Background: an optimization exercise with open tools, aiming at small area. Do not read the settings as production practice. Where RTL was checked, it was by simulation tests only, not by an equivalence proof against the original. For runs 5 and 6, only the layout was checked, not whether the RTL still works. Power and IR drop assume default switching activity.

`config.mk`:
```
export PLATFORM = sky130hd
export DESIGN_NAME = hw_scroll_fsm
export DESIGN_NICKNAME = hw_scroll_fsm
export VERILOG_FILES = /design/flow/design.v
export SDC_FILE = /design/flow/constraint.sdc
export NUM_CORES = 4
export LEC_CHECK = 0
export CAP_MARGIN = 20
export CORE_MARGIN = 2
export CORE_UTILIZATION = 40
export SLEW_MARGIN = 20
```
`constraint.sdc`:
```
create_clock -name core_clock -period 10.0 [get_ports {clock}]
set_input_delay 2.0000 -clock core_clock [delete_from_list [all_inputs] [get_ports {clock}]]
set_output_delay 2.0000 -clock core_clock [all_outputs]
set_load 0.01 [all_outputs]
```
`design.v`:
```
module findNext(index, letter);
	input [3:0] index;
	output reg [6:0] letter;
	parameter H = 7'h76;
	parameter E = 7'h79;
	parameter L = 7'h38;
	parameter O = 7'h3F;
	parameter U = 7'h3E;
	parameter r = 7'h50;
	parameter d = 7'h5E;
	always @(*) begin
		case(index)
			0:letter = H;
			1:letter = E;
			2:letter = L;
			3:letter = L;
			4:letter = O;
			5:letter = 7'h0;
			6:letter = U;
			7:letter = U;
			8:letter = O;
			9:letter = r;
			10:letter = L;
			11: letter = d;
			12:letter = 7'h0;
			default:letter = 7'h0;
		endcase
	end
endmodule
module hw_scroll_fsm(reset, clock, max_count, hexs);
	input reset, clock;
	input [27:0] max_count;
	output reg [41:0] hexs;
	reg [41:0] nextHexs;
	reg [3:0] index, nextIndex;
	reg [1:0] state, nextState;
	reg Done,Donee;
	reg [27:0] Count;
	reg [27:0] Countt;
	wire [27:0] Max_Count = max_count;
	wire [6:0] nextLetter;
	wire [3:0] indexW;
	parameter S0 = 0;
	parameter S1 = 2'b01;
	parameter S2 = 2'b10;
	parameter S3 = 2'b11;
	findNext FN1(nextIndex, nextLetter);
always @(posedge clock, posedge reset) begin
		if (reset) begin
			state <= S0;
			index <= 4'b0;
			hexs <= {42{1'b1}};
			Count <= 0;
			Done <= 0;
			end  
		else begin
			state <= nextState;
			index <= nextIndex;
			hexs <= nextHexs;
			Count <= Countt;
			Done <= Donee;
			end  
	end  
always @(*) begin
	case(state)
		S0:begin
			nextState = S1;
			end  
		S1:begin
			nextState = S2;
			end  
		S2:begin
			nextState = S3;
			end  
		S3: begin
			if(Done) begin
				nextState = S1;
				end
			else begin
				nextState = S3;
				end
			end
		default:begin
			nextState = S0;
			end
		endcase 
	end  
always @(*) begin
	case(state)
		S0:begin
			nextHexs = {42{1'b1}};
			end 
		S1:begin
			nextHexs = {hexs[34:0],~nextLetter};
			end 
		S2:begin
			nextHexs = hexs;
			end 
		S3:begin
			nextHexs = hexs;
			end
		default:begin
			nextHexs = {42{1'b1}};
			end
		endcase 
	end  
always @(*) begin
	case(state)
		S0: begin
			nextIndex = 3'b0;
			end 
		S1: begin
			nextIndex = index;
			end 
		S2: begin
			if (index == 12) begin
				nextIndex = 4'b0;
				end 
			else begin
				nextIndex = index + 1'b1;
				end 
			end 
		S3: begin
			nextIndex = index;
			end
		default:begin
			nextIndex = 3'b0;
			end
		endcase 
	end 
always @(*) begin
	case (state)
		S0: begin
			Donee = 1'b0;
			end
		S1: begin
			Donee = 1'b0;
			end
		S2: begin
			Donee = 1'b0;
			end
		S3: begin
			if(Count > Max_Count) begin
				Donee = 1'b1;
				end
			else begin
				Donee = 1'b0;
				end
			end
	endcase
end
always @(*) begin
	case(state)
		S0: begin
			Countt = 0;
			end
		S1: begin
			Countt = 0;
			end
		S2: begin
			Countt = 0;
			end
		S3: begin
			if(!Done) begin
				Countt = Count + 1;
				end
			else begin
				Countt = 0;
				end
			end
		endcase
	end
endmodule
```
`run.sh`:
```
#!/bin/bash
# synth_recipe.tcl (not shown) runs the flow's synth.tcl, then flattens the netlist and writes it again
# the make line also repeats each setting of config.mk as NAME=value (left out here)
make -C /OpenROAD-flow-scripts/flow DESIGN_CONFIG=/design/flow/config.mk WORK_HOME=/design/flow/orfs CLKGATE_MAP_FILE= SYNTH_SCRIPT=/design/flow/synth_recipe.tcl finish
```
==> results of run 1 <==
worst paths after layout:
check / slack [ns] / cells after the start / endpoint / from
worst max-delay path: 6.40 / 7 / Done / max_count[23]
worst min-delay path: 0.50 / 2 / hexs[24] / hexs[17]
worst max register to register: 7.18 / 5 / hexs[5] / state[0]
worst min register to register: 0.50 / 2 / hexs[24] / hexs[17]
max in group asynchronous: 7.19 / 3 / state[0] / reset
min in group asynchronous: 2.24 / 3 / index[1] / reset
where the power goes:
group          total, uW  internal (uW)  switching [uW]
Combinational       27.4           14.4            13.1
Clock                264            144             120
Sequential           288            288          0.0810
Total                579            446             133
routing by layer:
metal  part of all wire, %  routed length [um]
met4                  0.87                  74
met5                     0                   0
met1                    47                4040
met2                    47                3980
met3                   5.0                 430
synth_stat cells (all sizes together) (2+ instances only):
library cell / count / area (um^2)
a211oi: 3 / 22.5
a21boi: 2 / 15.0
a21o: 3 / 22.5
a21oi: 19 / 95.1
a22oi: 7 / 52.6
a2bb2oi: 14 / 123
a31oi: 3 / 18.8
and3: 3 / 18.8
and4: 4 / 35.0
buf: 13 / 73.8
clkbuf: 8 / 30.0
dfrtp: 35 / 876
dfstp: 36 / 946
ha: 35 / 438
inv: 52 / 195
nand2: 16 / 60.1
nand3: 17 / 85.1
nand4: 17 / 121
nor2: 47 / 176
nor3: 5 / 36.3
nor3b: 2 / 15.0
nor4: 2 / 18.8
o21ai: 6 / 30.0
o22a: 6 / 52.6
xnor2: 6 / 52.6
xor2: 21 / 184
critical path, cell delays in order:
cell,delay [ns]
clkdlybuf4s50_1,0.45
inv_1,0.04
ha_1,0.30
nand4_1,0.19
nor4_1,0.41
nor4b_1,0.34
a211oi_1,0.09
layout by cell type (no fill, tap or decap), types with 3 or more instances in the layout:
master,Yosys,layout
nand4_1,16,16
dfrtp_1,35,35
a21o_1,3,3
nor3_1,4,4
a31oi_1,3,3
nand2_1,16,16
ha_1,35,35
dfstp_2,36,36
nor2_1,47,47
xor2_1,21,21
o21ai_0,6,6
clkbuf_8,0,9
a21oi_1,19,19
a211oi_1,3,3
inv_1,52,51
and4_1,4,4
clkinv_4,0,4
a22oi_1,7,7
clkdlybuf4s50_1,0,71
and3_1,3,3
nand3_1,17,17
a2bb2oi_1,14,14
o22a_1,6,6
xnor2_1,6,6
final cells by class:
class	count	area share, %
flip-flops and latches	71	36.7
clock buffers	9	2.50
multi-input cells	255	36.6
repair buffers	73	14.6
well taps	133	3.35
inverters	53	4.01
clock inverters	7	2.14
per-stage QoR:
stage	area, um^2	hold slack [ns]
after floorplan	3940	0.467
after global placement	4730	0.482
after detailed placement	4730	0.481
after CTS	4960	0.492
after global routing	4960	0.516
final	4960	0.496
flip-flops by register name, indices dropped and copies added, names as in the netlist:
signal	cells
hexs	36
Count	28
state	2
Done	1
index	4
cell families after synthesis:
group	after synthesis	synth area share [%]
buffers and inverters	74	7.68
XOR/XNOR	27	6.00
flip-flops	71	46.2
adder cells (fa/ha/maj)	35	11.1
AND/OR/NAND/NOR	121	15.9
multiplexers	2	0.540
AO/OA/AOI/OAI	70	12.6
==> impl_metrics.ini, run 1 <==
[run_status]
status = timing/DRC/antenna clean

[clock_network]
clk_latency_ns = 0.36
clockRootBuffer = clkbuf_8
cts.clk_slew.worst_paths_ns = 0.09
cts_sinks = 71
cts_tree = yes
htree_levels = 3
cts_resized = 0
cts_setup_buffers = 0
clockBufferDepth = 2
hold_buffers = 0
cts_buffers = 9

[grt]
grt_usage_pct = 17.1
grt_overflow = 0
gr-usage-met1_pct = 22.8
antenna_found_initial = 0
grtUsageMet3_pct = 4.23
grt_pass1_vias = 2979
grt_max_degree = 72
top_usage_layer = met2
met2_usage_pct = 28.1
grt_pass1_wl_mm = 14.3

[timing]
hold_violations = 0
setup_tns_ns = 0
min_period_ns = 3.60
relSlewSlack_pct = 31.3
slew_violations = 0
final.setup.worst_slack_ns = 6.40
max_slew.worst_pin.slew_ns = 1.03
rsz0062_at_grt = false
clock.fmax_mhz = 277
period_share_pct = 36.0
setup_viol = 0
fin_skew_ns = 0.0126

[floorplan]
placementRows = 36
fp.dieArea_um2 = 10700
dieHeight_um = 103
die_x_um = 103
start_util_pct = 40.7
io_pins = 72
core_area_um2 = 9680

[flow_run]
max-cap-violations = 0

[critical_path]
critical_path_class = in -> reg
end_kind = flop
cp_max_fo = 3
crit_required_ns = 10.22
critPathArrivalTime_ns = 3.82
cp-start-kind = input pin

[synth]
async_flop_share_pct = 100
yosysWarnings = 2
synth-edff-count = 0
synth_ff_type = dfstp_2
yosysUniqueCellTypes = 49
synth.cell_area_um2 = 3940
avgSynthCellArea_um2 = 9.86
synth_fp_nets = 465
syn_inst = 400
synth_seq_cells = 71
seq_area_frac_synth_pct = 46.2

[detailed_routing]
routed-via-count = 3040
drc = 0
drtIter0Drc = 100
avgViaCountPerCell = 5.06
totalWireLength_mm = 8.53
avgRoutedWirePerCell_um = 14.2
dr.pass1.iters = 4
drtAntennaViolNets = 0

[power]
p_leak_uw = 0.00234
power_per_cell_area_nw_per_um2 = 117
peakVddDrop_mv = 0.0710
p_total_uw = 579

[min_path]
hp-class = reg -> reg

[finish]
layout-drive-gt1-share_pct = 13.0
fill_cells = 920
syn_to_final_growth_pct = 25.8
final_cells = 601
diodes = 0
finish.net_count = 528
regArea_um2 = 1820
multiInputGateArea_um2 = 1820
utilization_pct = 51.2

[placement]
gp_congestion = 0.845
dp_slack_ns = 6.01
dp_hpwl_mm = 6.06
placed_cells = 585
io_buffers = 71
==> run 2: changes to the inputs <==
==> design.v (replaced) <==
module findNext(index, letter);
	input [3:0] index;
	output reg [6:0] letter;
	parameter H = 7'h76;
	parameter E = 7'h79;
	parameter L = 7'h38;
	parameter O = 7'h3F;
	parameter U = 7'h3E;
	parameter r = 7'h50;
	parameter d = 7'h5E;
	always @(*) begin
		case(index)
			0:letter = H;
			1:letter = E;
			2:letter = L;
			3:letter = L;
			4:letter = O;
			5:letter = 7'h0;
			6:letter = U;
			7:letter = U;
			8:letter = O;
			9:letter = r;
			10:letter = L;
			11: letter = d;
			12:letter = 7'h0;
			default:letter = 7'h0;
		endcase
	end
endmodule
module hw_scroll_fsm(reset, clock, max_count, hexs);
	input reset, clock;
	input [27:0] max_count;
	output reg [41:0] hexs;
	reg [4:0] pos;
	reg [1:0] ph;
	reg [28:0] timer;
	wire fire = (ph == 2'd3);
	wire stall = &max_count;
	wire run = (ph != 2'd0) | (timer[28] & ~stall);
	always @(posedge clock, posedge reset) begin
		if (reset) begin
			pos <= 5'd0;
			ph <= 2'd2;
		end else begin
			if (run)
				ph <= ph + 2'd1;
			if (fire)
				pos <= (pos == 5'd17) ? 5'd5 : pos + 5'd1;
		end
	end
	always @(posedge clock) begin
		if (fire)
			timer <= {1'b0, ~max_count};
		else
			timer <= timer + 29'd1;
	end
	always @(*) begin
		case (pos)
			5'd0: hexs = 42'h3ffffffffff;
			5'd1: hexs = 42'h3ffffffff89;
			5'd2: hexs = 42'h3ffffffc486;
			5'd3: hexs = 42'h3ffffe24347;
			5'd4: hexs = 42'h3fff121a3c7;
			5'd5: hexs = 42'h3f890d1e3c0;
			5'd6: hexs = 42'h04868f1e07f;
			5'd7: hexs = 42'h03478f03fc1;
			5'd8: hexs = 42'h23c781fe0c1;
			5'd9: hexs = 42'h23c0ff060c0;
			5'd10: hexs = 42'h207f830602f;
			5'd11: hexs = 42'h3fc183017c7;
			5'd12: hexs = 42'h20c180be3a1;
			5'd13: hexs = 42'h20c05f1d0ff;
			5'd14: hexs = 42'h202f8e87f89;
			5'd15: hexs = 42'h17c743fc486;
			5'd16: hexs = 42'h23a1fe24347;
			5'd17: hexs = 42'h10ff121a3c7;
			default: hexs = {42{1'bx}};
		endcase
	end
endmodule
==> run 2 against run 1 <==
Effect of this change: critical endpoint is now hexs[9]; count of clock-buffer cells in the layout shrank 4; worst setup slack lost 1.4 ns; fmax shrank 29%; die area decreased by 28%; combinational power grew to 3.0 times the previous value; critical path type is now reg -> out; register-to-register slack improved by 0.56 ns; still clean on timing, DRC and antenna.
==> impl_metrics.ini, run 2 <==
[run_status]
status = timing/DRC/antenna clean

[critical_path]
cp_max_fo = 34
end_kind = output pin
critPathArrivalTime_ns = 3.04
critical_path_class = reg -> out
rrSetupSlack_ns = 7.74
cp-start-kind = flop
crit_required_ns = 8.00

[finish]
diodes = 0
multiInputGateArea_um2 = 1820
finish.net_count = 464
final_common_cell = clkdlybuf4s50_1
layout_common_cells = clkdlybuf4s50_1, nand2_1, dfxtp_1
largest_reg_flops = 29
layout-drive-gt1-share_pct = 4.01
regArea_um2 = 757
syn_to_final_growth_pct = 27.9
fill_cells = 662
regMostFlops = timer
top_regs = timer: 29 flops, pos: 5 flops, ph: 2 flops

[synth]
yosysMostFrequentCell = nand2_1
synth_area_leaders = dfxtp_1, nand2_1, dfrtp_1
synth_fp_nets = 412
synth_ff_type = dfxtp_1
yosysTopAreaCell = dfxtp_1
synth_xor_area_share_pct = 3.46
avgSynthCellArea_um2 = 7.50
async_flop_share_pct = 19.4
synth-edff-count = 0
yosysWarnings = 1
synthMuxAreaShare_pct = 3.64
syn_inst = 371
yosys.area.top_type_share_pct = 20.9
synth.cell_area_um2 = 2780
yosys.area_share.simple_pct = 29.4
synth_seq_cells = 36
synth_top_family_by_area = simple AND/OR/NAND/NOR gates
yosysUniqueCellTypes = 52
seq_area_frac_synth_pct = 27.2
synth-adder-area-share_pct = 4.94
synth_compound_area_share_pct = 24.0
synthTopCellsByCount = nand2_1, dfxtp_1, o21ai_0

[timing]
clock.fmax_mhz = 198
slew_violations = 0
fin_skew_ns = 0.00835
max_slew.worst_pin.slew_ns = 1.05
rsz0062_at_grt = false
final.setup.worst_slack_ns = 4.96
setup_tns_ns = 0
min_period_ns = 5.04
setup_viol = 0
relSlewSlack_pct = 29.4
hold_violations = 0
period_share_pct = 50.4

[grt]
met2_usage_pct = 32.9
grt_pass1_vias = 2646
grt_overflow = 0
gr-usage-met1_pct = 28.7
top_usage_layer = met2
grtUsageMet3_pct = 3.51
antenna_found_initial = 0
grt_usage_pct = 20.7
grt_pass1_wl_mm = 12.8
grt_max_degree = 42

[floorplan]
fp.dieArea_um2 = 7640
core_area_um2 = 6760
dieHeight_um = 87.4
placementRows = 30
die_x_um = 87.4
io_pins = 72
start_util_pct = 41.2

[clock_network]
clockBufferDepth = 2
cts_buffers = 5
hold_buffers = 0
htree_levels = 2
cts_resized = 0
cts_setup_buffers = 0
cts_sinks = 36
cts_tree = yes
cts.clk_slew.worst_paths_ns = 0.08
clockRootBuffer = clkbuf_8
clk_latency_ns = 0.29

[placement]
gp_congestion = 0.892
dp_hpwl_mm = 5.88
dp_slack_ns = 5.32
io_buffers = 71

[detailed_routing]
drtAntennaViolNets = 0
drtIter0Drc = 174
dr.pass1.iters = 4
avgViaCountPerCell = 5.84
routed-via-count = 2941
avgRoutedWirePerCell_um = 15.4
totalWireLength_mm = 7.78
drc = 0

[power]
p_leak_uw = 0.00137
peakVddDrop_mv = 0.0968
power_per_cell_area_nw_per_um2 = 108

[min_path]
hp-class = reg -> reg

[flow_run]
max-cap-violations = 0
## run 2: cell types whose count changed in the layout (fill, tap and decap cells not counted), sizes merged, moves of 22 or more
cell	delta
dfrtp	-29
dfstp	-35
dfxtp	+29
ha	-24
inv	-36
nand2	+27
nor2	-22
o21ai	+22
## run 2: per-stage QoR
stage,instances,cell area [um^2],hold slack (ns),power [uW],utilization [%]
2_1_floorplan,371,2780,0.454,255,-
4_1_cts,504,3560,0.498,389,52.7
6_report,504,3560,0.491,384,52.7
3_5_place_dp,496,3470,0.478,283,51.4
5_1_grt,504,3560,0.534,409,52.7
3_3_place_gp,496,3470,0.471,281,51.4
## run 2: cell families (layout without fill, tap and decap cells)
logic type | Yosys count | after routing
AOI/OAI and AO/OA | 100 | 100
xor gates and xnor gates | 11 | 11
adders and majority gates | 11 | 11
buffers and inverters | 46 | 99
DFF | 36 | 36
muxes | 10 | 10
and+or+nand+nor | 157 | 157
## run 2: final timing paths
check | endpoint | start | cells past startpoint
hold / removal | timer[0] | timer[0] | 1
max in group asynchronous | ph[1] | reset | 2
min in group asynchronous | pos[4] | reset | 2
setup / recovery | hexs[9] | pos[2] | 7
setup reg to reg | pos[4] | pos[2] | 4
hold reg to reg | timer[0] | timer[0] | 1
## run 2: metal layers
metal  up-vias  routed length, um
met4         0                131
met1      1370               3830
met2        83               3440
met3        10                379
li1       1478                  -
met5         -                  0
## run 2: power by group
group	switching (uW)	internal, uW
Combinational	37.4	43.9
Clock	55.7	48.6
Sequential	28.5	170
## run 2: area by class of cell
class / instances / area share [%]
repair buffers: 73 / 20.4
well taps: 80 / 2.81
inverters: 18 / 1.90
flip-flops and latches: 36 / 21.3
clock inverters: 3 / 0.527
multi-input cells: 289 / 51.2
clock buffers: 5 / 1.93
## run 2: worst max-delay path, stage by stage (launching register included)
cell             delay [ns]
dfrtp_1                1.00
inv_1                  0.44
ha_1                   0.32
nand2b_1               0.15
inv_1                  0.12
nand2_1                0.06
a21o_1                 0.18
clkdlybuf4s50_1        0.47
==> run 3: changes to the inputs <==
--- a/design.v
+++ b/design.v
@@ -48,11 +48,19 @@
 				pos <= (pos == 5'd17) ? 5'd5 : pos + 5'd1;
 		end
 	end
+	wire [29:0] carry;
+	assign carry[0] = 1'b1;
+	genvar k;
+	generate
+		for (k = 0; k < 29; k = k + 1) begin : inc
+			assign carry[k+1] = carry[k] & timer[k];
+		end
+	endgenerate
 	always @(posedge clock) begin
 		if (fire)
 			timer <= {1'b0, ~max_count};
 		else
-			timer <= timer + 29'd1;
+			timer <= timer ^ carry[28:0];
 	end
 	always @(*) begin
 		case (pos)
==> flow/run.sh (new file) <==
#!/bin/bash
# Standard ORFS layout, except that the port buffers use the smallest buffer
# cell instead of the one buffer_ports picks by default.
set -euo pipefail
bash standard.sh BUFFER_PORTS_ARGS="-buffer_cell sky130_fd_sc_hd__buf_1" finish > standard_flow.log 2>&1
==> standard.sh (new file) <==
#!/bin/bash
# synth_recipe.tcl (not shown) runs the flow's synth.tcl, then flattens the netlist and writes it again
# the make line also repeats each setting of config.mk as NAME=value (left out here)
make -C /OpenROAD-flow-scripts/flow DESIGN_CONFIG=/design/flow/config.mk WORK_HOME=/design/flow/orfs CLKGATE_MAP_FILE= SYNTH_SCRIPT=/design/flow/synth_recipe.tcl "${@:-finish}"
--- a/config.mk
+++ b/config.mk
@@ -5,6 +5,7 @@
 export SDC_FILE = /design/flow/constraint.sdc
 export NUM_CORES = 4
 export LEC_CHECK = 0
+export ABC_AREA = 1
 export CAP_MARGIN = 20
 export CORE_MARGIN = 2
 export CORE_UTILIZATION = 40
removed: run.sh
==> run 3 against run 2 <==
Effect of this change: synthesized cell count fell by 8.6%; first-iteration DRC count fell by 18%; via count fell by 19%; highest routed layer unchanged; clock power fell by 4%; count of clock-buffer cells in the layout rose by 2; area after synthesis fell by 9.5%; routed wire length fell by 25%; register-to-register slack got worse by 3.2 ns.
==> impl_metrics.ini, run 3 <==
[run_status]
status = timing/DRC/antenna clean

[timing]
rsz0062_at_grt = false
hold_violations = 0
clock.fmax_mhz = 183
fin_skew_ns = 0.00927
hold_slack_ns = 0.436
max_slew.worst_pin.slew_ns = 0.845
slew_violations = 0
setup_viol = 0
relSlewSlack_pct = 43.7
setup_tns_ns = 0
period_share_pct = 54.5
min_period_ns = 5.45

[grt]
grt_pass1_wl_mm = 10.4
grt_overflow = 0
antenna_found_initial = 0
grt_pass1_vias = 2255
grt_max_degree = 57
grt_usage_pct = 17.7

[critical_path]
critical_path_class = reg -> reg
cp_max_fo = 1
critPathArrivalTime_ns = 5.62
end_kind = flop
crit_slowest_cell = dfxtp_1
crit_path_max_incr_delay_ns = 0.30
crit_required_ns = 10.16
cp-start-kind = flop
crit_top_cell = ha_1

[power]
p_total_uw = 325
peakVddDrop_mv = 0.0845
power_per_cell_area_nw_per_um2 = 116
p_leak_uw = 0.00135

[clock_network]
cts_resized = 0
cts_buffers = 5
clockBufferDepth = 2
cts_sinks = 36
cts_setup_buffers = 0
hold_buffers = 0
clk_latency_ns = 0.29
clockRootBuffer = clkbuf_8
cts_tree = yes
htree_levels = 2
cts.clk_slew.worst_paths_ns = 0.07

[detailed_routing]
avgRoutedWirePerCell_um = 12.4
routed-via-count = 2380
highest_layer = met4
drtIter0Drc = 143
dr.pass1.iters = 4
drtAntennaViolNets = 0
drc = 0
route.met3.wl_um = 342
avgViaCountPerCell = 5.05
totalWireLength_mm = 5.85
drt-met1-wl_mm = 2.77
met2_length_mm = 2.69

[placement]
io_buffers = 71
placed_area_um2 = 2730
gp_congestion = 0.855
dp_hpwl_mm = 4.51

[finish]
final_area_um2 = 2810
top_regs = timer: 29 flops, pos: 5 flops, ph: 2 flops
final_common_cell = nand2_1
diodes = 0
multiInputGateArea_um2 = 1500
layout-drive-gt1-share_pct = 3.54
fill_cells = 658
finish.net_count = 466
largest_reg_flops = 29
syn_to_final_growth_pct = 11.6
regArea_um2 = 757
regMostFlops = timer
layout_common_cells = nand2_1, buf_1, o21ai_0

[synth]
synth_seq_cells = 36
yosysWarnings = 1
yosysUniqueCellTypes = 32
synth-edff-count = 0
seq_area_frac_synth_pct = 30.1
synth_area_leaders = dfxtp_1, ha_1, nand2_1
synthTopCellsByCount = nand2_1, o21ai_0, ha_1
synth_fp_nets = 410
async_flop_share_pct = 19.4
yosysMostFrequentCell = nand2_1
synth_ff_type = dfxtp_1
yosys.area.top_type_share_pct = 23.1
syn_inst = 339
avgSynthCellArea_um2 = 7.43
yosysTopAreaCell = dfxtp_1
synth.cell_area_um2 = 2520

[floorplan]
dieHeight_um = 83.4
fp.dieArea_um2 = 6950
start_util_pct = 42.0
io_pins = 72
die_x_um = 83.4
placementRows = 28
core_area_um2 = 5990

[flow_run]
max-cap-violations = 0

[min_path]
hp-class = reg -> reg
[run 3: cell count changes after synthesis, sizes merged, moves of 9 or more]
| cell | previous run | this run |
|---|---|---|
| nand2 | 43 | 84 |
| nor3 | 14 | 4 |
| nand4 | 14 | 1 |
| buf | 9 | 22 |
| o21ai | 28 | 48 |
| clkbuf | 19 | 1 |
| a21oi | 11 | 24 |
| ha | 11 | 41 |
| nand3 | 15 | 6 |
| inv | 17 | 26 |
[run 3: worst max-delay path: cells and delay by family, from the launching register on]
family	cells	cell delay, ns
compound gates	1	0.07
simple gates	1	0.06
flops	1	0.30
fa+ha+maj	27	4.91
[run 3: metal layers]
layer	GRT usage (%)	vias to the layer above
li1	-	1243
met1	23.8	1058
met2	29.4	73
met3	3.48	6
met4	4.02	0
met5	0	-
[run 3: layout make-up]
type	instances	area share, %
repair buffers	72	9.75
multi-input cells	254	53.5
clock inverters	1	0.312
clock buffers	7	2.72
flip-flops and latches	36	26.9
well taps	75	3.34
inverters	26	3.47
[run 3: path summary, 6_finish.rpt]
| check | slack, ns | cells past startpoint | from | end |
|---|---|---|---|---|
| hold reg to reg | 0.44 | 1 | timer[0] | timer[0] |
| setup reg to reg | 4.55 | 29 | timer[1] | timer[27] |
| hold / removal | 0.44 | 1 | timer[0] | timer[0] |
| setup / recovery | 4.55 | 29 | timer[1] | timer[27] |
| max in group asynchronous | 8.12 | 2 | reset | ph[1] |
| min in group asynchronous | 1.62 | 2 | reset | pos[2] |
[run 3: through the flow]
step	worst slack [ns]	instances	util [%]
2_1_floorplan	4.76	339	-
3_5_place_dp	4.51	463	45.5
6_report	4.55	471	46.9
3_3_place_gp	4.59	463	45.5
4_1_cts	4.49	471	46.9
5_1_grt	4.23	471	46.9
[run 3: report_power, final]
group,total [uW],internal (uW),switching (uW)
Clock,99.6,49.7,49.9
Sequential,178,170,7.99
Combinational,47.3,23.5,23.8
Total,325,243,81.7
[run 3: logic make-up (layout without fill, tap and decap cells)]
| family | Yosys count | in the layout | synth area share [%] |
|---|---|---|---|
| simple gates | 122 | 122 | 19.3 |
| compound gates | 88 | 88 | 18.9 |
| buf+inv | 49 | 106 | 10.3 |
| fa+ha+maj | 41 | 41 | 20.4 |
| flops | 36 | 36 | 30.1 |
| xor+xnor | 2 | 2 | 0.696 |
| mux | 1 | 1 | 0.397 |
==> run 4: changes to the inputs <==
==> flow/run.sh (replaced) <==
#!/bin/bash
# The standard ORFS layout (standard.sh) with three changes:
#  - synthesis runs ABC with the area script flow/area.abc instead of ORFS's
#    (flow/my_synth.tcl is synth_recipe.tcl plus that one substitution), and
#    without ORFS's half/full-adder extraction (ADDER_MAP_FILE empty);
#  - the port buffers use the smallest buffer cell, sky130_fd_sc_hd__buf_1.
# Registers, their names and cell types are those of the standard synthesis.
set -euo pipefail
W=$(pwd)
export MY_ABC_SCRIPT=$W/flow/area.abc
bash standard.sh SYNTH_SCRIPT=$W/flow/my_synth.tcl ADDER_MAP_FILE= \
  BUFFER_PORTS_ARGS="-buffer_cell sky130_fd_sc_hd__buf_1" finish > standard_flow.log 2>&1
==> flow/area.abc (new file) <==
strash
balance -l; resub -K 6 -l; rewrite -l; resub -K 6 -N 2 -l; refactor -l; resub -K 8 -l; balance -l; resub -K 8 -N 2 -l; rewrite -l; resub -K 10 -l; rewrite -z -l; resub -K 10 -N 2 -l; balance -l; resub -K 12 -l; refactor -z -l; resub -K 12 -N 2 -l; rewrite -z -l; balance -l
balance -l; resub -K 6 -l; rewrite -l; resub -K 6 -N 2 -l; refactor -l; resub -K 8 -l; balance -l; resub -K 8 -N 2 -l; rewrite -l; resub -K 10 -l; rewrite -z -l; resub -K 10 -N 2 -l; balance -l; resub -K 12 -l; refactor -z -l; resub -K 12 -N 2 -l; rewrite -z -l; balance -l
dch -f
map -a
mfs2
strash
balance -l; resub -K 6 -l; rewrite -l; resub -K 6 -N 2 -l; refactor -l; resub -K 8 -l; balance -l; resub -K 8 -N 2 -l; rewrite -l; resub -K 10 -l; rewrite -z -l; resub -K 10 -N 2 -l; balance -l; resub -K 12 -l; refactor -z -l; resub -K 12 -N 2 -l; rewrite -z -l; balance -l
dch -f
map -a
topo
==> flow/my_synth.tcl (new file) <==
proc synth {args} { yosys synth -nofsm -noshare {*}$args }
# Run ABC with our own, area-oriented script in place of ORFS's.
proc abc {args} {
  set i [lsearch -exact $args -script]
  if { $i >= 0 } { set args [lreplace $args [expr {$i + 1}] [expr {$i + 1}] $::env(MY_ABC_SCRIPT)] }
  yosys abc {*}$args
}
source $::env(SCRIPTS_DIR)/synth.tcl
# left out here: clear keep_hierarchy, flatten, clean up, hide names made inside functions, write 1_2_yosys.v
--- a/config.mk
+++ b/config.mk
@@ -9,4 +9,5 @@
 export CAP_MARGIN = 20
 export CORE_MARGIN = 2
 export CORE_UTILIZATION = 40
+export CTS_BUF_LIST = sky130_fd_sc_hd__clkbuf_4
 export SLEW_MARGIN = 20
==> run 4 against run 3 <==
Effect of this change: worst hold slack gained 0.026 ns; register-to-register slack gained 1.2 ns; non-clock buffer count unchanged; critical path depth is 15 lower; synthesized cell count shrank 7.4%; critical endpoint is now hexs[13].
==> impl_metrics.ini, run 4 <==
[run_status]
status = timing/DRC/antenna clean

[synth]
yosysTopAreaCell = dfxtp_1
synth.cell_area_um2 = 2020
synth_compound_area_share_pct = 19.9
yosysWarnings = 1
synth_xor_area_share_pct = 0.866
yosysUniqueCellTypes = 24
synthMuxAreaShare_pct = 0.495
synthTopCellsByCount = nand2_1, nor2_1, clkinv_1
yosys.area_share.simple_pct = 29.6
yosys.area.top_type_share_pct = 28.7
synth_ff_type = dfxtp_1
async_flop_share_pct = 19.4
synth_seq_cells = 36
synth-edff-count = 0
synth_top_family_by_area = simple AND/OR/NAND/NOR gates
yosysMostFrequentCell = nand2_1
avgSynthCellArea_um2 = 6.44
synth_area_leaders = dfxtp_1, nand2_1, nor2_1
synth_fp_nets = 344
syn_inst = 314
seq_area_frac_synth_pct = 37.4
synth-adder-area-share_pct = 0

[timing]
period_share_pct = 49.9
setup_tns_ns = 0
final.setup.worst_slack_ns = 5.01
min_period_ns = 4.99
slew_violations = 0
max_slew.worst_pin.slew_ns = 0.618
fin_skew_ns = 0.0111
setup_viol = 0
hold_slack_ns = 0.462
hold_violations = 0
rsz0062_at_grt = false
relSlewSlack_pct = 58.7
clock.fmax_mhz = 200

[power]
power_per_cell_area_nw_per_um2 = 129
peakVddDrop_mv = 0.0983
p_sw_uw = 83.0
power_frac_comb_pct = 14.0
internal_power_uw = 225
pwr-share-clk_pct = 27.0
p_leak_uw = 0.00103
pwr-share-seq_pct = 59.0
swShare_pct = 26.9

[floorplan]
core_area_um2 = 4790
io_pins = 72
die_x_um = 75.1
start_util_pct = 42.2
fp.dieArea_um2 = 5640
dieHeight_um = 75.1
placementRows = 25

[critical_path]
crit_path_max_incr_delay_ns = 0.51
cp_cell_sequence = clkinv_1, nor2_1, nor2_1, nor2_1, nor2_1, o21ai_0, clkinv_1, nor2_1, a21oi_1, nand2_1, nand2_1, nand2_1, nand3_1, buf_1
crit_top_cell = nor2_1
critical_path_class = reg -> out
critPathBufInv = 3
rr_startpoint = timer[0]
rrSetupSlack_ns = 5.73
critPathArrivalTime_ns = 2.99
cp-start-kind = flop
end_kind = output pin
rr_endpoint = timer[28]
critPathTopFamily = simple AND/OR/NAND/NOR gates
crit_slowest_cell = dfrtp_1
cp_max_fo = 8
crit_required_ns = 8.00
worst-r2r-cell-count = 46

[grt]
grt_overflow = 0
grt_pass1_wl_mm = 8.45
grt_usage_pct = 19.4
antenna_found_initial = 0
grt_pass1_vias = 1928
grt_max_degree = 40

[finish]
diodes = 0
final_common_cell = nand2_1
top_regs = timer: 29 flops, pos: 5 flops, ph: 2 flops
finish.net_count = 417
layout_common_cells = nand2_1, buf_1, nor2_1
syn_to_final_growth_pct = 18.5
layout-drive-gt1-share_pct = 3.61
utilization_pct = 50.1
final_area_um2 = 2400
regMostFlops = timer
largest_reg_flops = 29

[detailed_routing]
avgRoutedWirePerCell_um = 11.6
totalWireLength_mm = 5.27
dr.pass1.iters = 5
avgViaCountPerCell = 5.07
drc = 0
drtAntennaViolNets = 0
drtIter0Drc = 245
routed-via-count = 2307

[flow_run]
max-cap-violations = 0

[clock_network]
cts.clk_slew.worst_paths_ns = 0.12
cts_resized = 0
cts_tree = yes
clockBufferDepth = 2
clk_latency_ns = 0.33
cts_sinks = 36
hold_buffers = 0
clockRootBuffer = clkbuf_4
htree_levels = 2
cts_setup_buffers = 0
cts_buffers = 5

[min_path]
min-delay-start = ph[0]
hp-class = reg -> reg
holdPathEnd = ph[0]
hold_depth = 1

[placement]
placed_area_um2 = 2330
io_buffers = 71
dp_hpwl_mm = 4.15
gp_congestion = 1.01
dp_slack_ns = 5.51
## run 4: how the worst max path moves through the flow
stage | end | slack, ns | startpoint | depth (start not counted)
finish | hexs[13] | 5.01 | pos[0] | 14
global route | hexs[13] | 4.65 | pos[0] | 14
CTS | hexs[13] | 5.10 | pos[0] | 14
detailed placement | hexs[13] | 5.51 | pos[0] | 14
global placement | hexs[13] | 5.47 | pos[0] | 12
floorplan | hexs[13] | 5.74 | pos[0] | 11
## run 4: power by group through the flow
stage                     registers, uW  logic, uW  clock network (uW)
after detailed placement            185       43.7                   0
after CTS                           182       43.8                86.4
after floorplan                     183       32.6                   0
after global routing                185       51.9                90.7
after global placement              184       42.4                   0
final                               182       43.2                83.2
## run 4: cell families (layout without fill, tap and decap cells)
group / after synthesis / in the layout
simple gates: 148 / 148
compound gates: 70 / 70
buf+inv: 57 / 131
flops: 36 / 36
xor+xnor: 2 / 2
mux: 1 / 1
## run 4: final cells by class
type                       count  area [um^2]
clock buffer                   7         52.6
clock inverter                 1         8.76
fill                         497         2390
inverter                      51          191
multi-input combinational    221         1030
sequential                    36          757
tap                           67         83.8
timing repair buffer          72          274
## run 4: routing by layer
layer / GRT usage [%] / up-vias / routed length (um)
li1: - / 1190 / -
met1: 26.6 / 996 / 2340
met2: 29.9 / 108 / 2390
met3: 4.82 / 13 / 434
met4: 6.75 / 0 / 103
met5: 0 / - / 0
## run 4: through the flow
step	cells	total power, uW
6_report	455	308
5_1_grt	455	327
4_1_cts	455	312
3_5_place_dp	447	229
3_3_place_gp	447	227
2_1_floorplan	314	216
==> run 5: changes to the inputs <==
==> design.v (replaced) <==
module findNext(index, letter);
	input [3:0] index;
	output reg [6:0] letter;
	parameter H = 7'h76;
	parameter E = 7'h79;
	parameter L = 7'h38;
	parameter O = 7'h3F;
	parameter U = 7'h3E;
	parameter r = 7'h50;
	parameter d = 7'h5E;
	always @(*) begin
		case(index)
			0:letter = H;
			1:letter = E;
			2:letter = L;
			3:letter = L;
			4:letter = O;
			5:letter = 7'h0;
			6:letter = U;
			7:letter = U;
			8:letter = O;
			9:letter = r;
			10:letter = L;
			11: letter = d;
			12:letter = 7'h0;
			default:letter = 7'h0;
		endcase
	end
endmodule
module hw_scroll_fsm(reset, clock, max_count, hexs);
	input reset, clock;
	input [27:0] max_count;
	output reg [41:0] hexs;
	reg [4:0] pos;
	localparam [4:0] S0 = 5'd30;
	localparam [4:0] S1 = 5'd8;
	localparam [4:0] S2 = 5'd9;
	localparam [4:0] S3 = 5'd10;
	localparam [4:0] S4 = 5'd11;
	localparam [4:0] S5 = 5'd12;
	localparam [4:0] S6 = 5'd7;
	localparam [4:0] S7 = 5'd6;
	localparam [4:0] S8 = 5'd23;
	localparam [4:0] S9 = 5'd16;
	localparam [4:0] S10 = 5'd1;
	localparam [4:0] S11 = 5'd18;
	localparam [4:0] S12 = 5'd25;
	localparam [4:0] S13 = 5'd20;
	localparam [4:0] S14 = 5'd0;
	localparam [4:0] S15 = 5'd17;
	localparam [4:0] S16 = 5'd2;
	localparam [4:0] S17 = 5'd3;
	localparam [4:0] S18 = 5'd4;
	reg [28:0] timer;
	reg [4:0] pos_next;
	wire stall = &max_count;
	wire fire = (pos == S1) | (timer[28] & timer[1] & timer[0] & ~stall);
	always @(posedge clock, posedge reset) begin
		if (reset)
			pos <= S0;
		else if (fire | (pos == S0))
			pos <= pos_next;
	end
	wire [29:0] carry;
	assign carry[0] = 1'b1;
	genvar k;
	generate
		for (k = 0; k < 29; k = k + 1) begin : inc
			assign carry[k+1] = carry[k] & timer[k];
		end
	endgenerate
	always @(posedge clock) begin
		if (fire)
			timer <= {1'b0, ~max_count};
		else
			timer <= timer ^ carry[28:0];
	end
	always @(*) begin
		case (pos)
			S0: pos_next = S1;
			S1: pos_next = S2;
			S2: pos_next = S3;
			S3: pos_next = S4;
			S4: pos_next = S5;
			S5: pos_next = S6;
			S6: pos_next = S7;
			S7: pos_next = S8;
			S8: pos_next = S9;
			S9: pos_next = S10;
			S10: pos_next = S11;
			S11: pos_next = S12;
			S12: pos_next = S13;
			S13: pos_next = S14;
			S14: pos_next = S15;
			S15: pos_next = S16;
			S16: pos_next = S17;
			S17: pos_next = S18;
			S18: pos_next = S6;
			default: pos_next = 5'bxxxxx;
		endcase
	end
	always @(*) begin
		case (pos)
			S0: hexs = 42'h3ffffffffff;
			S1: hexs = 42'h3ffffffffff;
			S2: hexs = 42'h3ffffffff89;
			S3: hexs = 42'h3ffffffc486;
			S4: hexs = 42'h3ffffe24347;
			S5: hexs = 42'h3fff121a3c7;
			S6: hexs = 42'h3f890d1e3c0;
			S7: hexs = 42'h04868f1e07f;
			S8: hexs = 42'h03478f03fc1;
			S9: hexs = 42'h23c781fe0c1;
			S10: hexs = 42'h23c0ff060c0;
			S11: hexs = 42'h207f830602f;
			S12: hexs = 42'h3fc183017c7;
			S13: hexs = 42'h20c180be3a1;
			S14: hexs = 42'h20c05f1d0ff;
			S15: hexs = 42'h202f8e87f89;
			S16: hexs = 42'h17c743fc486;
			S17: hexs = 42'h23a1fe24347;
			S18: hexs = 42'h10ff121a3c7;
			default: hexs = {42{1'bx}};
		endcase
	end
endmodule
--- a/config.mk
+++ b/config.mk
@@ -10,4 +10,6 @@
 export CORE_MARGIN = 2
 export CORE_UTILIZATION = 40
 export CTS_BUF_LIST = sky130_fd_sc_hd__clkbuf_4
+export CTS_CLUSTER_DIAMETER = 200
+export CTS_CLUSTER_SIZE = 50
 export SLEW_MARGIN = 20
==> run 5 against run 4 <==
Effect of this change: still clean; worst setup slack better by 0.064 ns; utilization down 0.47 points; total power down 2.9%; via count down 4.5%; sequential share of layout area down 1.7 points; combinational power up 27%; die area down 0.35%; clock skew up 0.0059 ns; critical endpoint is now hexs[7].
==> impl_metrics.ini, run 5 <==
[synth]
yosys.area.top_type_share_pct = 28.8
yosysTopAreaCell = dfxtp_1
synth.cell_area_um2 = 2010
yosysWarnings = 1
synth_area_leaders = dfxtp_1, nor2_1, nand2_1
seq_area_frac_synth_pct = 35.3
yosysMostFrequentCell = nor2_1
avgSynthCellArea_um2 = 6.44
synth_fp_nets = 343
syn_inst = 313
synthTopCellsByCount = nor2_1, nand2_1, clkinv_1
async_flop_share_pct = 14.7
synth-edff-count = 0
synth_ff_type = dfxtp_1
synth_seq_cells = 34
yosysUniqueCellTypes = 24

[floorplan]
fp.dieArea_um2 = 5620
io_pins = 72
dieHeight_um = 75.0
core_area_um2 = 4790
start_util_pct = 42.1
placementRows = 25
die_x_um = 75.0

[clock_network]
hold_buffers = 0
htree_levels = 2
clockBufferDepth = 2
cts_sinks = 34
cts_tree = yes
cts_setup_buffers = 0
clk_latency_ns = 0.34
cts_buffers = 5
clockRootBuffer = clkbuf_4
cts_resized = 0
cts.clk_slew.worst_paths_ns = 0.10

[timing]
clock.fmax_mhz = 203
slew_violations = 0
min_period_ns = 4.92
period_share_pct = 49.2
max_slew.worst_pin.slew_ns = 0.937
relSlewSlack_pct = 37.4
fin_skew_ns = 0.0170
setup_viol = 0
setup_tns_ns = 0
rsz0062_at_grt = false
hold_violations = 0

[finish]
fill_cells = 526
layout-drive-gt1-share_pct = 4.66
layout_common_cells = buf_1, nor2_1, nand2_1
top_regs = timer: 29 flops, pos: 5 flops
diodes = 0
largest_reg_flops = 29
regMostFlops = timer
finish.net_count = 415
utilization_pct = 49.6
syn_to_final_growth_pct = 17.8
final_common_cell = buf_1

[grt]
grt_overflow = 0
grt_pass1_vias = 1872
grt_max_degree = 30
antenna_found_initial = 0
grt_usage_pct = 18.8
grt_pass1_wl_mm = 8.22

[critical_path]
cp_max_fo = 9
rrSetupSlack_ns = 5.69
worst-r2r-cell-count = 15
critPathArrivalTime_ns = 2.92
rr_endpoint = timer[4]
cp-start-kind = flop
critical_path_class = reg -> out
end_kind = output pin
cp-startpoint = pos[4]
rr_startpoint = pos[2]
crit_required_ns = 8.00

[placement]
gp_congestion = 0.913
io_buffers = 71
dp_hpwl_mm = 4.00

[min_path]
hold_depth = 1
hp-class = reg -> reg
min-delay-start = timer[28]
holdPathEnd = timer[28]

[detailed_routing]
dr.pass1.iters = 4
drtAntennaViolNets = 0
drc = 0
routed-via-count = 2203
totalWireLength_mm = 5.03
drtIter0Drc = 162
avgRoutedWirePerCell_um = 11.1
avgViaCountPerCell = 4.86

[power]
p_leak_uw = 0.000965
peakVddDrop_mv = 0.0811
power_per_cell_area_nw_per_um2 = 126

[run_status]
status = timing/DRC/antenna clean

[flow_run]
max-cap-violations = 0
[run 5: cell count changes after synthesis, sizes merged, moves of 3 or more]
cell and delta:
dfstp +3, o21ai +14, o22ai -18, nor2 +8
clkinv -5, nand3b +4, dfrtp -5, xor2 +3
nand2 -14, a31oi -4, mux2i +5, or2 +3
a21oi +4
[run 5: metal layers]
layer	routed length [um]	part of all wire, %	vias up	GRT usage, %
li1	-	-	1166	-
met1	2310	46	954	25.0
met2	2340	46	73	30.4
met3	323	6.4	10	3.21
met4	67	1.3	0	7.14
met5	0	0	-	0
[run 5: layout make-up]
class	instances	area (um^2)	share of cell area (%)
tap	67	83.8	3.53
clock inverter	3	16.3	0.685
sequential	34	711	29.9
multi-input combinational	227	1090	45.8
timing repair buffer	71	267	11.2
clock buffer	5	37.5	1.58
inverter	46	173	7.27
[run 5: report_power, final]
part	total [uW]	leakage (uW)	internal, uW	switching [uW]
clock network	73.7	0.0000286	26.1	47.5
logic	54.7	0.000637	27.7	27.1
registers	171	0.000300	160	10.9
total	299	0.000965	214	85.5
[run 5: cell families after synthesis]
family | synth area share [%]
xor gates and xnor gates | 2.61
DFF | 35.3
AOI/OAI and AO/OA | 16.8
buffers and inverters | 10.8
and+or+nand+nor | 31.5
muxes | 2.98
[run 5: worst max-delay path by stage]
stage	end	slack (ns)
finish	hexs[7]	5.08
global route	hexs[7]	4.76
CTS	hexs[7]	5.11
detailed placement	timer[4]	5.36
global placement	timer[4]	5.38
floorplan	hexs[16]	5.76
[run 5: stage by stage]
| stage | cell area [um^2] | total power (uW) | cells | hold slack (ns) | worst slack (ns) |
|---|---|---|---|---|---|
| final | 2370 | 299 | 453 | 0.467 | 5.08 |
| after CTS | 2370 | 302 | 453 | 0.472 | 5.11 |
| after global placement | 2320 | 231 | 445 | 0.456 | 5.38 |
| after detailed placement | 2320 | 229 | 445 | 0.455 | 5.36 |
| after floorplan | 2010 | 214 | 313 | 0.425 | 5.76 |
| after global routing | 2370 | 321 | 453 | 0.493 | 4.76 |
[run 5: critical path, cell delays in order (launching register included)]
cell and delay (ns):
dfstp_2 0.64, clkinv_1 0.28, nor2_1 0.26, clkinv_1 0.12, nor2_1 0.18, a21oi_1 0.12
o21ai_0 0.13, nor2_1 0.13, nor2_1 0.12, clkinv_1 0.11, o21ai_0 0.19, o21bai_1 0.13
buf_1 0.17
==> run 6: changes to the inputs <==
--- a/config.mk
+++ b/config.mk
@@ -9,7 +9,7 @@
 export CAP_MARGIN = 20
 export CORE_MARGIN = 2
 export CORE_UTILIZATION = 40
-export CTS_BUF_LIST = sky130_fd_sc_hd__clkbuf_4
+export CTS_BUF_LIST = sky130_fd_sc_hd__clkbuf_8
 export CTS_CLUSTER_DIAMETER = 200
 export CTS_CLUSTER_SIZE = 50
 export SLEW_MARGIN = 20
==> run 6 against run 5 <==
Effect of this change: clock power increased by 44%; critical path depth unchanged; clock skew decreased by 0.0066 ns; combinational power about the same; worst hold slack worse by 0.0042 ns; total power grew 11%.
==> impl_metrics.ini, run 6 <==
[run_status]
status = timing/DRC/antenna clean

[synth]
yosysWarnings = 1
synth_ff_type = dfxtp_1
seq_area_frac_synth_pct = 35.3
yosysMostFrequentCell = nor2_1
syn_inst = 313
synth_compound_area_share_pct = 16.8
synth-adder-area-share_pct = 0
yosys.area_share.simple_pct = 31.5
yosysUniqueCellTypes = 24
synthTopCellsByCount = nor2_1, nand2_1, clkinv_1
synth_fp_nets = 343
yosysTopAreaCell = dfxtp_1
avgSynthCellArea_um2 = 6.44
synthMuxAreaShare_pct = 2.98
yosys.area.top_type_share_pct = 28.8
synth_seq_cells = 34
synth-edff-count = 0
synth.cell_area_um2 = 2010
synth_area_leaders = dfxtp_1, nor2_1, nand2_1
synth_xor_area_share_pct = 2.61
synth_top_family_by_area = simple AND/OR/NAND/NOR gates
async_flop_share_pct = 14.7

[clock_network]
htree_levels = 2
cts.clk_slew.worst_paths_ns = 0.06
clk_latency_ns = 0.28
cts_tree = yes
clockBufferDepth = 2
cts_sinks = 34
cts_setup_buffers = 0
cts_buffers = 5
clockRootBuffer = clkbuf_8
hold_buffers = 0
cts_resized = 0

[detailed_routing]
avgRoutedWirePerCell_um = 11.1
drtIter0Drc = 175
drtAntennaViolNets = 0
avgViaCountPerCell = 4.84
drc = 0
routed-via-count = 2192
totalWireLength_mm = 5.02
dr.pass1.iters = 4

[critical_path]
crit_path_max_incr_delay_ns = 0.63
crit_top_cell = nor2_1
crit_slowest_cell = dfstp_2
cp_max_fo = 9
crit_required_ns = 8.00
cp-start-kind = flop
rr_startpoint = pos[2]
cp-startpoint = pos[4]
critical_path_class = reg -> out
end_kind = output pin
critPathArrivalTime_ns = 2.85
cp_cell_sequence = clkinv_1, nor2_1, clkinv_1, nor2_1, a21oi_1, o21ai_0, nor2_1, nor2_1, clkinv_1, o21ai_0, o21bai_1, buf_1

[timing]
hold_violations = 0
setup_tns_ns = 0
max_slew.worst_pin.slew_ns = 0.928
period_share_pct = 48.5
relSlewSlack_pct = 38.0
final.setup.worst_slack_ns = 5.15
setup_viol = 0
fin_skew_ns = 0.0104
min_period_ns = 4.85
slew_violations = 0
rsz0062_at_grt = false
clock.fmax_mhz = 206

[finish]
finish.net_count = 415
diodes = 0
largest_reg_flops = 29
utilization_pct = 50.5
layout-drive-gt1-share_pct = 4.92
layout_common_cells = buf_1, nor2_1, nand2_1
fill_cells = 520
syn_to_final_growth_pct = 19.9
final_cells = 453
regMostFlops = timer
final_common_cell = buf_1
top_regs = timer: 29 flops, pos: 5 flops

[power]
power_per_cell_area_nw_per_um2 = 137
peakVddDrop_mv = 0.0739
p_leak_uw = 0.000984
p_total_uw = 332

[placement]
io_buffers = 71
placed_cells = 445
dp_slack_ns = 5.36
gp_congestion = 0.913
dp_hpwl_mm = 4.00

[floorplan]
die_x_um = 75.0
core_area_um2 = 4790
io_pins = 72
dieHeight_um = 75.0
placementRows = 25
fp.dieArea_um2 = 5620
start_util_pct = 42.1

[grt]
grt_pass1_wl_mm = 8.21
grt_pass1_vias = 1887
grt_overflow = 0
grt_max_degree = 30
antenna_found_initial = 0
grt_usage_pct = 18.9

[flow_run]
max-cap-violations = 0

[min_path]
hp-class = reg -> reg
min-delay-start = timer[28]
## run 6: metrics by stage
stage	hold slack, ns	instance area, um^2
3_3_place_gp	0.456	2320
5_1_grt	0.487	2410
3_5_place_dp	0.455	2320
4_1_cts	0.467	2410
2_1_floorplan	0.425	2010
6_report	0.463	2410
## run 6: power breakdown
| part | switching, uW | internal [uW] | leakage [uW] | total [uW] |
|---|---|---|---|---|
| Combinational | 27.0 | 27.7 | 0.000637 | 54.6 |
| Clock | 50.7 | 55.3 | 0.0000472 | 106 |
| Sequential | 10.9 | 160 | 0.000300 | 171 |
| Total | 88.6 | 243 | 0.000984 | 332 |
## run 6: logic make-up (layout without fill, tap and decap cells)
family / count (synthesis) / count (layout)
DFF: 34 / 34
and+or+nand+nor: 151 / 151
xor gates and xnor gates: 6 / 6
buffers and inverters: 52 / 125
AOI/OAI and AO/OA: 64 / 64
muxes: 6 / 6
## run 6: worst paths after layout
check / slack (ns) / endpoint / cells after the start
setup reg to reg: 5.69 / timer[4] / 15
hold reg to reg: 0.46 / timer[28] / 1
max in group asynchronous: 8.22 / pos[2] / 2
hold / removal: 0.46 / timer[28] / 1
min in group asynchronous: 1.55 / pos[0] / 2
setup / recovery: 5.15 / hexs[7] / 12
## run 6: worst max-delay path, delay by kind of cell, from the launching register on
kind	cells	cell delay, ns
AOI/OAI and AO/OA	4	0.58
buffers and inverters	4	0.67
DFF	1	0.63
and+or+nand+nor	4	0.71
## run 6: routing by layer
layer  share of wire, %  global-route usage (%)  vias up
li1                   -                       -     1171
met1                 46                    25.0      946
met2                 47                    30.4       66
met3                6.1                    2.41        9
met4                1.3                    8.93        0
met5                  0                       0        -
## run 6: final cells by class
cell class,count,area [um^2],area share (%)
clock buffers,6,82.6,3.42
inverters,46,173,7.15
clock inverters,2,12.5,0.518
multi-input cells,227,1090,45.0
flip-flops and latches,34,711,29.4
well taps,67,83.8,3.47
repair buffers,71,267,11.0
==> run 7: changes to the inputs <==
--- a/design.v
+++ b/design.v
@@ -32,7 +32,7 @@
 	input [27:0] max_count;
 	output reg [41:0] hexs;
 	reg [4:0] pos;
-	localparam [4:0] S0 = 5'd30;
+	localparam [4:0] S0 = 5'd0;
 	localparam [4:0] S1 = 5'd8;
 	localparam [4:0] S2 = 5'd9;
 	localparam [4:0] S3 = 5'd10;
@@ -40,17 +40,17 @@
 	localparam [4:0] S5 = 5'd12;
 	localparam [4:0] S6 = 5'd7;
 	localparam [4:0] S7 = 5'd6;
-	localparam [4:0] S8 = 5'd23;
+	localparam [4:0] S8 = 5'd19;
 	localparam [4:0] S9 = 5'd16;
 	localparam [4:0] S10 = 5'd1;
 	localparam [4:0] S11 = 5'd18;
 	localparam [4:0] S12 = 5'd25;
-	localparam [4:0] S13 = 5'd20;
-	localparam [4:0] S14 = 5'd0;
-	localparam [4:0] S15 = 5'd17;
+	localparam [4:0] S13 = 5'd22;
+	localparam [4:0] S14 = 5'd30;
+	localparam [4:0] S15 = 5'd23;
 	localparam [4:0] S16 = 5'd2;
 	localparam [4:0] S17 = 5'd3;
-	localparam [4:0] S18 = 5'd4;
+	localparam [4:0] S18 = 5'd15;
 	reg [28:0] timer;
 	reg [4:0] pos_next;
 	wire stall = &max_count;
@@ -96,7 +96,7 @@
 			S16: pos_next = S17;
 			S17: pos_next = S18;
 			S18: pos_next = S6;
-			default: pos_next = 5'bxxxxx;
+			default: pos_next = {5{1'bx}};
 		endcase
 	end
 	always @(*) begin
--- a/config.mk
+++ b/config.mk
@@ -9,7 +9,7 @@
 export CAP_MARGIN = 20
 export CORE_MARGIN = 2
 export CORE_UTILIZATION = 40
-export CTS_BUF_LIST = sky130_fd_sc_hd__clkbuf_8
+export CTS_BUF_LIST = sky130_fd_sc_hd__clkbuf_16
 export CTS_CLUSTER_DIAMETER = 200
 export CTS_CLUSTER_SIZE = 50
 export SLEW_MARGIN = 20
==> run 7 against run 6 <==
Effect of this change: global-route usage increased by 1.9 points; routed wire length increased by 1.5%; combinational power shrank 8.2%.
==> impl_metrics.ini, run 7 <==
[grt]
grt_usage_pct = 20.7
grt_pass1_wl_mm = 8.69
grt_max_degree = 31
grt_overflow = 0
grt_pass1_vias = 1965
antenna_found_initial = 0

[critical_path]
critPathArrivalTime_ns = 3.03
crit_required_ns = 8.00
crit_top_cell = nor2_1
critical_path_class = reg -> out
crit_slowest_cell = dfrtp_1
crit_path_max_incr_delay_ns = 0.50
cp_max_fo = 10
critPathBufInv = 3
cp_cell_sequence = nor2_1, clkinv_1, nor2_1, nor2_1, nor2_1, clkinv_1, nand2_1, nand3_1, or3b_2, o21ai_0, a21boi_0, o211ai_1, buf_1
cp-start-kind = flop
end_kind = output pin
critPathTopFamily = simple AND/OR/NAND/NOR gates

[timing]
hold_violations = 0
relSlewSlack_pct = 51.0
fin_skew_ns = 0.00587
min_period_ns = 5.03
slew_violations = 0
max_slew.worst_pin.slew_ns = 0.733
setup_tns_ns = 0
clock.fmax_mhz = 199
period_share_pct = 50.3
setup_viol = 0
rsz0062_at_grt = false

[synth]
async_flop_share_pct = 14.7
yosys.area.top_type_share_pct = 29.8
synth_fp_nets = 335
syn_inst = 305
yosysWarnings = 1
yosysMostFrequentCell = nand2_1
synth-edff-count = 0
synth_area_leaders = dfxtp_1, nand2_1, nor2_1
synthTopCellsByCount = nand2_1, nor2_1, clkinv_1
synth.cell_area_um2 = 1950
yosysUniqueCellTypes = 22
synth_ff_type = dfxtp_1
seq_area_frac_synth_pct = 36.2
synth_seq_cells = 34
avgSynthCellArea_um2 = 6.39
yosysTopAreaCell = dfxtp_1

[floorplan]
io_pins = 72
start_util_pct = 41.2
fp.dieArea_um2 = 5440
die_x_um = 73.8
placementRows = 25
core_area_um2 = 4720
dieHeight_um = 73.8

[power]
pwr-share-seq_pct = 46.8
pwr-share-clk_pct = 39.5
swShare_pct = 24.6
power_frac_comb_pct = 13.7
p_sw_uw = 89.9
internal_power_uw = 275
peakVddDrop_mv = 0.0829
p_leak_uw = 0.00102
power_per_cell_area_nw_per_um2 = 152

[finish]
layout-drive-gt1-share_pct = 2.37
fill_cells = 506
syn_to_final_growth_pct = 23.1
final_common_cell = buf_1
top_regs = timer: 29 flops, pos: 5 flops
regArea_um2 = 706
diodes = 0
regMostFlops = timer
final_cells = 446
finish.net_count = 408
multiInputGateArea_um2 = 1020
largest_reg_flops = 29
layout_common_cells = buf_1, nand2_1, nor2_1
final_area_um2 = 2400

[clock_network]
cts_setup_buffers = 0
cts_tree = yes
cts_buffers = 5
cts.clk_slew.worst_paths_ns = 0.05
clk_latency_ns = 0.28
clockBufferDepth = 2
cts_resized = 0
hold_buffers = 0
cts_sinks = 34
clockRootBuffer = clkbuf_16
htree_levels = 2

[detailed_routing]
routed-via-count = 2214
drt-met1-wl_mm = 2.46
highest_layer = met4
met2_length_mm = 2.24
drtAntennaViolNets = 0
drtIter0Drc = 189
totalWireLength_mm = 5.09
route.met3.wl_um = 253
dr.pass1.iters = 4
avgViaCountPerCell = 4.96
drc = 0
avgRoutedWirePerCell_um = 11.4

[min_path]
hp-class = reg -> reg

[flow_run]
max-cap-violations = 0

[placement]
placed_cells = 438
io_buffers = 71
placed_area_um2 = 2260
gp_congestion = 0.994
dp_hpwl_mm = 4.02

[run_status]
status = timing/DRC/antenna clean
[run 7: cell count changes after synthesis, sizes merged, moves of 3 or more]
cell    delta
o22ai     +11
dfrtp      +4
dfstp      -4
nor2      -14
o211ai     +3
mux2i      -5
or2        -4
nand2      +7
a21oi      -3
xor2       -5
[run 7: worst reg2reg max path: cells and delay by family (launching register included)]
family / cells / cell delay (ns)
compound gates: 2 / 0.21
buf+inv: 14 / 0.98
flops: 1 / 0.35
simple gates: 26 / 2.66
[run 7: area by class of cell]
cell class / count / share of cell area, %
Clock inverter: 3 / 0.522
Multi-Input combinational cell: 219 / 42.7
Sequential cell: 34 / 29.4
Clock buffer: 5 / 5.22
Timing Repair Buffer: 72 / 11.4
Inverter: 46 / 7.20
Tap cell: 67 / 3.50
[run 7: path summary, 6_finish.rpt]
path / slack (ns) / startpoint / depth (start not counted) / to
worst min register to register: 0.46 / timer[28] / 1 / timer[28]
worst max register to register: 5.79 / timer[0] / 42 / timer[28]
worst max-delay path: 4.97 / pos[2] / 13 / hexs[7]
min in group asynchronous: 1.56 / reset / 2 / pos[3]
max in group asynchronous: 8.30 / reset / 2 / pos[2]
worst min-delay path: 0.46 / timer[28] / 1 / timer[28]
[run 7: cells by family after synthesis]
kind of cell | after synthesis | share of synthesized area [%]
simple gates | 141 | 30.1
compound gates | 76 | 21.5
buf+inv | 52 | 11.2
flops | 34 | 36.2
xor+xnor | 1 | 0.450
mux | 1 | 0.514
[run 7: power groups by stage]
stage / Sequential [uW] / Combinational (uW) / Clock [uW]
2_1_floorplan: 171 / 38.7 / 0
5_1_grt: 174 / 61.4 / 155
4_1_cts: 171 / 50.8 / 148
3_5_place_dp: 174 / 50.2 / 0
3_3_place_gp: 173 / 49.0 / 0
6_report: 171 / 50.1 / 144
[run 7: layer usage]
metal	vias to the layer above	GRT usage, %
li1	1161	-
met1	978	28.1
met2	63	31.4
met3	12	3.70
met4	0	10.3
met5	-	0
[run 7: through the flow]
step | hold slack, ns | setup WS, ns | power [uW] | utilization [%]
floorplan | 0.425 | 5.35 | 210 | -
global placement | 0.443 | 5.30 | 222 | 47.9
detailed placement | 0.447 | 5.27 | 224 | 47.9
CTS | 0.457 | 4.97 | 370 | 50.8
global route | 0.468 | 4.63 | 390 | 50.8
finish | 0.457 | 4.97 | 365 | 50.8
==> run 8: changes to the inputs <==
--- a/config.mk
+++ b/config.mk
@@ -9,7 +9,7 @@
 export CAP_MARGIN = 20
 export CORE_MARGIN = 2
 export CORE_UTILIZATION = 40
-export CTS_BUF_LIST = sky130_fd_sc_hd__clkbuf_16
+export CTS_BUF_LIST = sky130_fd_sc_hd__clkbuf_4
 export CTS_CLUSTER_DIAMETER = 200
 export CTS_CLUSTER_SIZE = 50
 export SLEW_MARGIN = 20
==> run 8 against run 7 <==
Effect of this change: via count increased by 0.59%; synthesized cell count unchanged; worst setup slack got worse by 0.072 ns; global-route usage down 0.19 points; worst hold slack better by 0.0070 ns; critical endpoint unchanged.
==> impl_metrics.ini, run 8 <==
[finish]
syn_to_final_growth_pct = 18.8
final_area_um2 = 2310
largest_reg_flops = 29
final_common_cell = buf_1
diodes = 0
final_cells = 446
layout-drive-gt1-share_pct = 2.64
regMostFlops = timer
top_regs = timer: 29 flops, pos: 5 flops
finish.net_count = 408
layout_common_cells = buf_1, nand2_1, nor2_1

[critical_path]
critPathArrivalTime_ns = 3.10
cp-start-kind = flop
critPathBufInv = 3
crit_path_max_incr_delay_ns = 0.51
worst-r2r-cell-count = 42
cp_cell_sequence = nor2_1, clkinv_1, nor2_1, nor2_1, nor2_1, clkinv_1, nand2_1, nand3_1, or3b_2, o21ai_0, a21boi_0, o211ai_1, buf_1
crit_cells = 13
critPathTopFamily = simple AND/OR/NAND/NOR gates
end_kind = output pin
critical_path_class = reg -> out
cp_max_fo = 10
crit_required_ns = 8.00
crit_slowest_cell = dfrtp_1
crit_top_cell = nor2_1

[placement]
dp_hpwl_mm = 4.02
placed_cells = 438
io_buffers = 71
gp_congestion = 0.994
placed_area_um2 = 2260

[floorplan]
dieHeight_um = 73.8
fp.dieArea_um2 = 5440
placementRows = 25
io_pins = 72
start_util_pct = 41.2
die_x_um = 73.8
core_area_um2 = 4720

[clock_network]
cts_sinks = 34
htree_levels = 2
cts_resized = 0
hold_buffers = 0
clk_latency_ns = 0.34
clockBufferDepth = 2
cts_setup_buffers = 0
clockRootBuffer = clkbuf_4
cts_tree = yes
cts.clk_slew.worst_paths_ns = 0.09
cts_buffers = 5

[synth]
yosysTopAreaCell = dfxtp_1
synth_seq_cells = 34
yosysUniqueCellTypes = 22
syn_inst = 305
yosys.area.top_type_share_pct = 29.8
synth-edff-count = 0
seq_area_frac_synth_pct = 36.2
async_flop_share_pct = 14.7
yosysMostFrequentCell = nand2_1
synth.cell_area_um2 = 1950
yosysWarnings = 1
synth_ff_type = dfxtp_1
synth_area_leaders = dfxtp_1, nand2_1, nor2_1
avgSynthCellArea_um2 = 6.39
synth_fp_nets = 335
synthTopCellsByCount = nand2_1, nor2_1, clkinv_1

[detailed_routing]
drc = 0
drtAntennaViolNets = 0
routed-via-count = 2227
avgRoutedWirePerCell_um = 11.4
drtIter0Drc = 182
met2_length_mm = 2.30
avgViaCountPerCell = 4.99
route.met3.wl_um = 287
totalWireLength_mm = 5.10
dr.pass1.iters = 4
highest_layer = met4
drt-met1-wl_mm = 2.42

[power]
power_per_cell_area_nw_per_um2 = 128
pwr-share-seq_pct = 57.6
p_leak_uw = 0.000976
p_total_uw = 296
p_sw_uw = 81.7
peakVddDrop_mv = 0.0594
internal_power_uw = 214
power_frac_comb_pct = 16.8
pwr-share-clk_pct = 25.6
swShare_pct = 27.6

[grt]
antenna_found_initial = 0
grt_usage_pct = 20.5
grt_pass1_wl_mm = 8.68
grt_max_degree = 31
grt_pass1_vias = 1959
grt_overflow = 0

[timing]
max_slew.worst_pin.slew_ns = 0.750
slew_violations = 0
setup_tns_ns = 0
hold_violations = 0
fin_skew_ns = 0.0154
relSlewSlack_pct = 49.9
min_period_ns = 5.10
rsz0062_at_grt = false
period_share_pct = 51.0
setup_viol = 0
clock.fmax_mhz = 196

[min_path]
hold_depth = 1
hp-class = reg -> reg

[flow_run]
max-cap-violations = 0

[run_status]
status = timing/DRC/antenna clean
==> run 8: cell counts after synthesis <==
No cell type changed its count.
==> run 8: cells by family (layout without fill, tap and decap cells) <==
| logic type | count (synthesis) | after routing | share of synthesized area, % |
|---|---|---|---|
| DFF | 34 | 34 | 36.2 |
| and+or+nand+nor | 141 | 141 | 30.1 |
| AOI/OAI and AO/OA | 76 | 76 | 21.5 |
| muxes | 1 | 1 | 0.514 |
| xor gates and xnor gates | 1 | 1 | 0.450 |
| buffers and inverters | 52 | 126 | 11.2 |
==> run 8: cell type report <==
cell class              instances  area (um^2)
multi-input cells             219         1020
fillers                       516         2410
inverters                      46          173
repair buffers                 72          274
well taps                      67         83.8
clock inverters                 2         8.76
clock buffers                   6         45.0
flip-flops and latches         34          706
==> run 8: per-layer routing <==
metal  vias to the layer above  track usage (%)
li1                       1162                -
met1                       983             28.2
met2                        74             31.5
met3                         8             3.29
met4                         0             9.09
met5                         -                0
==> run 8: worst paths after layout <==
check	startpoint	to	slack, ns
worst max-delay path	pos[2]	hexs[7]	4.90
worst min-delay path	timer[28]	timer[28]	0.46
worst max register to register	timer[0]	timer[28]	5.75
worst min register to register	timer[28]	timer[28]	0.46
max in group asynchronous	reset	pos[2]	8.37
min in group asynchronous	reset	pos[4]	1.49
==> run 8: stage by stage <==
stage / hold WS, ns / setup slack, ns / util, %
floorplan: 0.425 / 5.35 / -
global placement: 0.443 / 5.30 / 47.9
detailed placement: 0.447 / 5.27 / 47.9
CTS: 0.464 / 4.88 / 49.0
global route: 0.476 / 4.53 / 49.0
finish: 0.464 / 4.90 / 49.0
==> run 8: power groups by stage <==
stage	Sequential, uW	Combinational (uW)	Clock, uW
6_report	170	49.8	75.8
5_1_grt	173	61.4	86.5
4_1_cts	171	50.8	80.1
3_5_place_dp	174	50.2	0
3_3_place_gp	173	49.0	0
2_1_floorplan	171	38.7	0

## port drivers added, routing unchanged
The flow's constraints put no driver on any port. The routed layouts listed below were extracted and timed again, unchanged, in two steps. Step 1, drivers: a clkbuf_16 drives clock and a buf_2 each remaining input, both assumed. Step 2 times the ports against the registers' clock, not the clock port: input delays grow and output delays shrink by t, the midpoint of the rising clock arrivals with the driver on. Three values: ideal ports, drivers, drivers and shift; two values: the first two.
| run | t, ns | slack for setup (ns) | hold slack, ns | pins driven straight from the clock port |
|---|---|---|---|---|
| run 1 | 0.382 | 6.396 / 6.406 / 6.024 | 0.496 / 0.496 / 0.496 | 1 |
| run 2 | 0.309 | 4.958 / 4.931 / 5.240 | 0.491 / 0.491 / 0.491 | 1 |
| run 3 | 0.306 | 4.547 / 4.547 / 4.547 | 0.436 / 0.436 / 0.436 | 1 |
| run 4 | 0.352 | 5.012 / 4.989 / 5.342 | 0.462 / 0.462 / 0.462 | 1 |
| run 5 | 0.353 | 5.076 / 5.053 / 5.403 | 0.467 / 0.467 / 0.467 | 1 |
| run 6 | 0.305 | 5.151 / 5.125 / 5.411 | 0.463 / 0.463 / 0.463 | 1 |
| run 7 | 0.306 | 4.973 / 4.939 / 5.245 | 0.457 / 0.457 / 0.457 | 1 |
| run 8 | 0.353 | 4.901 / 4.876 / 5.229 | 0.464 / 0.464 / 0.464 | 1 |
After both steps every run listed still meets setup and hold. The setup slack of run 1, which loses most, moves by +0.010 ns with the drivers and by -0.372 ns with both steps.
